This design comes from an exercise in tuning for small area on the open sky130 flow, not from production work. No functional check of the RTL was part of any run shown here.

## flow/design.v (module list and top-level ports; edited modules follow where they fit)
// module fpm_pre: 22 lines
// module fpm_mul: 1201 lines
// module fpm_fa: 6 lines
// module fpm_ha: 6 lines
// module fpm_round: 28 lines
// module fp_mult: 37 lines
module fp_mult (clk, reset, a, b, res);
  // ...
==> flow/flow/run.sh <==
#!/bin/bash
# Layout flow: the standard ORFS flow (standard synthesis unchanged),
# with the port buffers that global placement inserts made plain buf_1
# cells instead of the tool's default choice. Every input and output port
# still gets its own buffer.
set -euo pipefail
export BUFFER_PORTS_ARGS="-buffer_cell sky130_fd_sc_hd__buf_1"
bash standard.sh > standard_flow.log 2>&1
==> flow/standard.sh <==
#!/bin/bash
# synth_recipe.tcl (not shown) runs the flow's synth.tcl, then flattens the netlist and writes it again
# the make line also repeats each setting of config.mk as NAME=value (left out here)
make -C /OpenROAD-flow-scripts/flow DESIGN_CONFIG=/design/flow/config.mk WORK_HOME=/design/flow/orfs CLKGATE_MAP_FILE= SYNTH_SCRIPT=/design/flow/synth_recipe.tcl "${@:-finish}"
==> flow/config.mk <==
export PLATFORM = sky130hd
export DESIGN_NAME = fp_mult
export DESIGN_NICKNAME = fp_mult
export VERILOG_FILES = /design/flow/design.v
export SDC_FILE = /design/flow/constraint.sdc
export NUM_CORES = 4
export LEC_CHECK = 0
export CAP_MARGIN = 0
export CORE_MARGIN = 2
export CORE_UTILIZATION = 60
export CTS_BUF_LIST = sky130_fd_sc_hd__clkbuf_8
export GPL_TIMING_DRIVEN = 0
export SLEW_MARGIN = 0
export SYNTH_HIERARCHICAL = 1
export SYNTH_MINIMUM_KEEP_SIZE = 0
==> flow/constraint.sdc <==
create_clock -name core_clock -period 8.0 [get_ports {clk}]
set_input_delay 1.6000 -clock core_clock [delete_from_list [all_inputs] [get_ports {clk}]]
set_output_delay 1.6000 -clock core_clock [all_outputs]
set_load 0.01 [all_outputs]
==> results.yml, run 1 <==
status:
  outcome: "timing/DRC/antenna clean"
die:
  taps: 390
place:
  hpwl_um: 43200
  placed_area_sq_um: 18800
  io_buffers: 51
worst_setup_path:
  path_common_cell: "fa_1"
  rrSetupSlack_ns: 0.18
synth:
  yosys.cell_types.count: 57
  synthFlopType: "dfxtp_1"
  synth_compound_area_share_pct: 13.0
  synth_top_area_share_pct: 33.4
  syn_area_per_cell_sq_um: 11.0
  synthSimpleGateAreaFrac_pct: 5.46
global_route:
  grt_pass1_vias: 13400
  overflow: 0
layout:
  antenna_cells: 0
  final_nets: 2190
  multi_input_area_sq_um: 13700
  regArea_sq_um: 3120
  multi_input_area_share_pct: 71.5
routing:
  wl_met1_um: 21800
  drt-pass1-iter-count: 5
run:
  drv_cap: 0
sta:
  fin_crit_ns: 7.82
  setup_slack_ns: 0.181
==> run 2, diff against run 1 <==
--- a/flow/config.mk
+++ b/flow/config.mk
@@ -8,7 +8,7 @@
 export CAP_MARGIN = 0
 export CORE_MARGIN = 2
 export CORE_UTILIZATION = 60
-export CTS_BUF_LIST = sky130_fd_sc_hd__clkbuf_8
+export CTS_BUF_LIST = sky130_fd_sc_hd__clkbuf_4 sky130_fd_sc_hd__clkbuf_8 sky130_fd_sc_hd__clkbuf_16
 export GPL_TIMING_DRIVEN = 0
 export SLEW_MARGIN = 0
 export SYNTH_HIERARCHICAL = 1
==> results.yml, run 2 <==
synth:
  synth_top_area_cell: "fa_1"
  synthTopCellsByCount: "fa_1, xnor2_1, o22ai_1"
  yosys.cell_types.count: 57
  syn_area_sq_um: 18100
  synth_cells: 1646
  synth_edf_count: 0
  synth_top_area_share_pct: 33.4
  ys_seq_area_share_pct: 17.3
  synth.most_common_cell: "fa_1"
  async_flop_share_pct: 0
  yosys_warnings: 7
  syn_area_per_cell_sq_um: 11.0
  ys_ff_latch: 156
  synthFlopType: "dfxtp_1"
  synth_top_cells_by_area: "fa_1, dfxtp_1, xnor2_1"
layout:
  mostFrequentLayoutCell: "fa_1"
  mostFrequentLayoutCells: "fa_1, xnor2_1, o22ai_1"
  stdcell_area_sq_um: 19300
  final_nets: 2191
  area_growth_syn_to_layout_pct: 7.07
  utilization_pct: 65.2
  top_regs: "r3 (32), res (32), ph2 (25)"
  drive_above_1_share_pct: 15.4
  n_fill_cell: 2479
  antenna_cells: 0
  layout.cells.non_filler: 2127
clock_tree:
  cts_tree: "done"
  cts_root_buffer: "clkbuf_16"
  clkSinkCount: 156
  hold_buffers: 0
  cts_made_buffers: 17
  cts.clk_slew.worst_paths_ns: 0.06
  worstSkewPairLatency_ns: 0.45
  clockBufferDepth: 2
  h-tree-depth: 4
die:
  initial_core_util_pct: 60.9
  coreArea_sq_um: 29600
  die_w_um: 177
  die_h_um: 177
  std_cell_rows: 63
  io_pins: 98
  die_area_sq_um: 31500
worst_setup_path:
  rr_startpoint: "ma1[1]"
  cp.required_ns: 8.22
  path_common_cell: "fa_1"
  crit_path_max_fanout: 10
  rrSetupSlack_ns: 0.15
  worstPathArrival_ns: 8.07
  startpoint: "ma1[1]"
  r2r_cells: 23
  crit_slowest_cell: "fa_2"
  timing.critical_path.buf_inv: 2
  crit_end: "g2"
  crit_chain: "clkbuf_1 > buf_4 > mux2i_1 > a22o_1 > fa_1 > fa_1 > fa_1 > fa_1 > fa_1 > fa_1 > fa_1 > ha_1 > fa_1 > a41o_1 > a41oi_4 > o21bai_1 > a21oi_1 > o21ai_0 > fa_2 > nor4b_2 > nand4_1 > a21oi_1 > nand4_1"
  crit_cells: 23
  crit_family: "adder cells"
  setup.worst_path.start_class: "flop"
  critical_path_class: "reg -> reg"
  timing.rr.end: "g2"
  cpPeakStageDelay_ns: 0.53
  end_kind: "flop"
routing:
  vias_per_cell: 6.26
  drt-pass1-iter-count: 5
  drtIter0Drc: 1593
  drc: 0
  ant_nets: 0
  wl_um: 52900
  post_drt_wl_per_cell_um: 24.9
  via_count: 13300
sta:
  setup_slack_ns: 0.149
  max_freq_mhz: 127
  setup_tns_ns: 0
  final_max_slew_viol_count: 0
  finalCritPeriodShare_pct: 98.1
  whs_ns: 0.327
  slew_headroom_pct: 9.48
  final-setup-viol-count: 0
  fin_skew_ns: 0.0215
  worstMarginPinSlew_ns: 1.36
  hold_viol_final: 0
  fin_crit_ns: 7.85
place:
  gp_congestion: 1.03
  hpwl_um: 43200
  io_buffers: 51
  placed_area_sq_um: 18800
  pre_cts_ws_ns: -0.155
  dpl.cell_count: 2098
hold_path:
  hp-class: "reg -> reg"
global_route:
  grt_max_degree: 17
  grt_antenna_before_repair: 0
  grt_usage_pct: 35.3
  grt_pass1_vias: 13500
  grt_pass1_wl_um: 80400
  overflow: 0
status:
  outcome: "timing/DRC/antenna clean"
run:
  drv_cap: 0
==> run 2: cell counts after synthesis <==
No cell type changed its count.
==> run 2: worst min path at each step <==
stage                     start      to  cells after the start
after global placement       s1      s2                      0
after global routing         s2  r3[31]                      0
after floorplan              s2  r3[31]                      0
final                        s2  r3[31]                      0
after detailed placement     s2  r3[31]                      0
after CTS                    s2  r3[31]                      0
==> run 2: what timing repair did <==
action / CTS / global route
buffers inserted: 1 / 0
endpoints found under the setup margin: 1 / 1
pin swaps: 1 / 1
resized for setup: 5 / 4
==> run 2: modules after synthesis, one instance, submodules excluded <==
module,flip-flops and latches,area (sq um),cells inside,times used
fp_mult,156,3390,192,1
fpm_fa,0,20.0,1,291
fpm_ha,0,12.5,1,52
fpm_mul,0,7330,1007,1
fpm_pre,0,399,55,1
fpm_round,0,462,49,1
==> run 2: layout make-up <==
type / instances / area [sq um] / share of cell area [%]
flip-flops and latches: 156 / 3120 / 16.2
clock buffers: 17 / 425 / 2.20
multi-input cells: 1271 / 13700 / 70.8
repair buffers: 52 / 199 / 1.03
inverters: 31 / 124 / 0.641
plain buffers: 196 / 1170 / 6.06
clock inverters: 14 / 110 / 0.570
well taps: 390 / 488 / 2.52
==> run 2: kinds of logic after synthesis <==
| logic type | Yosys count | synth area share (%) |
|---|---|---|
| xor+xnor | 289 | 14.0 |
| buf+inv | 230 | 7.19 |
| other cells | 2 | 0.0416 |
| mux | 46 | 2.71 |
| compound gates | 363 | 13.0 |
| fa+ha+maj | 400 | 40.2 |
| flops | 156 | 17.3 |
| simple gates | 160 | 5.46 |
==> run 2: metal layers <==
metal / global-route usage [%] / routed length [um] / vias to the layer above
met4: 12.4 / 1730 / 0
met1: 48.9 / 22000 / 6641
met2: 52.4 / 22900 / 762
met5: 0 / 0 / -
li1: - / - / 5813
met3: 10.9 / 6280 / 106

static timing again, ports no longer ideal:
The flow's constraints put no driver on any port. The routed layouts listed below were extracted and timed again, unchanged, in two steps. Step 1: set_driving_cell puts a clkbuf_16 on clk and a buf_2 on each other input, an assumption about the parent block. Step 2 adds t to the input delays and takes it off the output delays; t is the mean of the earliest and latest rising clock arrival at the registers after step 1. Input paths then give back, and output paths get back, about the clock's delay inside the block. Slacks: no drivers / after step 1 / after step 2; pairs: no drivers / after step 1.
run | t, ns | slack for setup (ns) | slew at the worst register clock pin (ns)
run 1 | 0.527 | 0.181 / 0.181 / 0.181 | 0.09 / 0.09
run 2 | 0.492 | 0.149 / 0.149 / 0.149 | 0.07 / 0.07
After both steps every run listed still meets setup and hold.
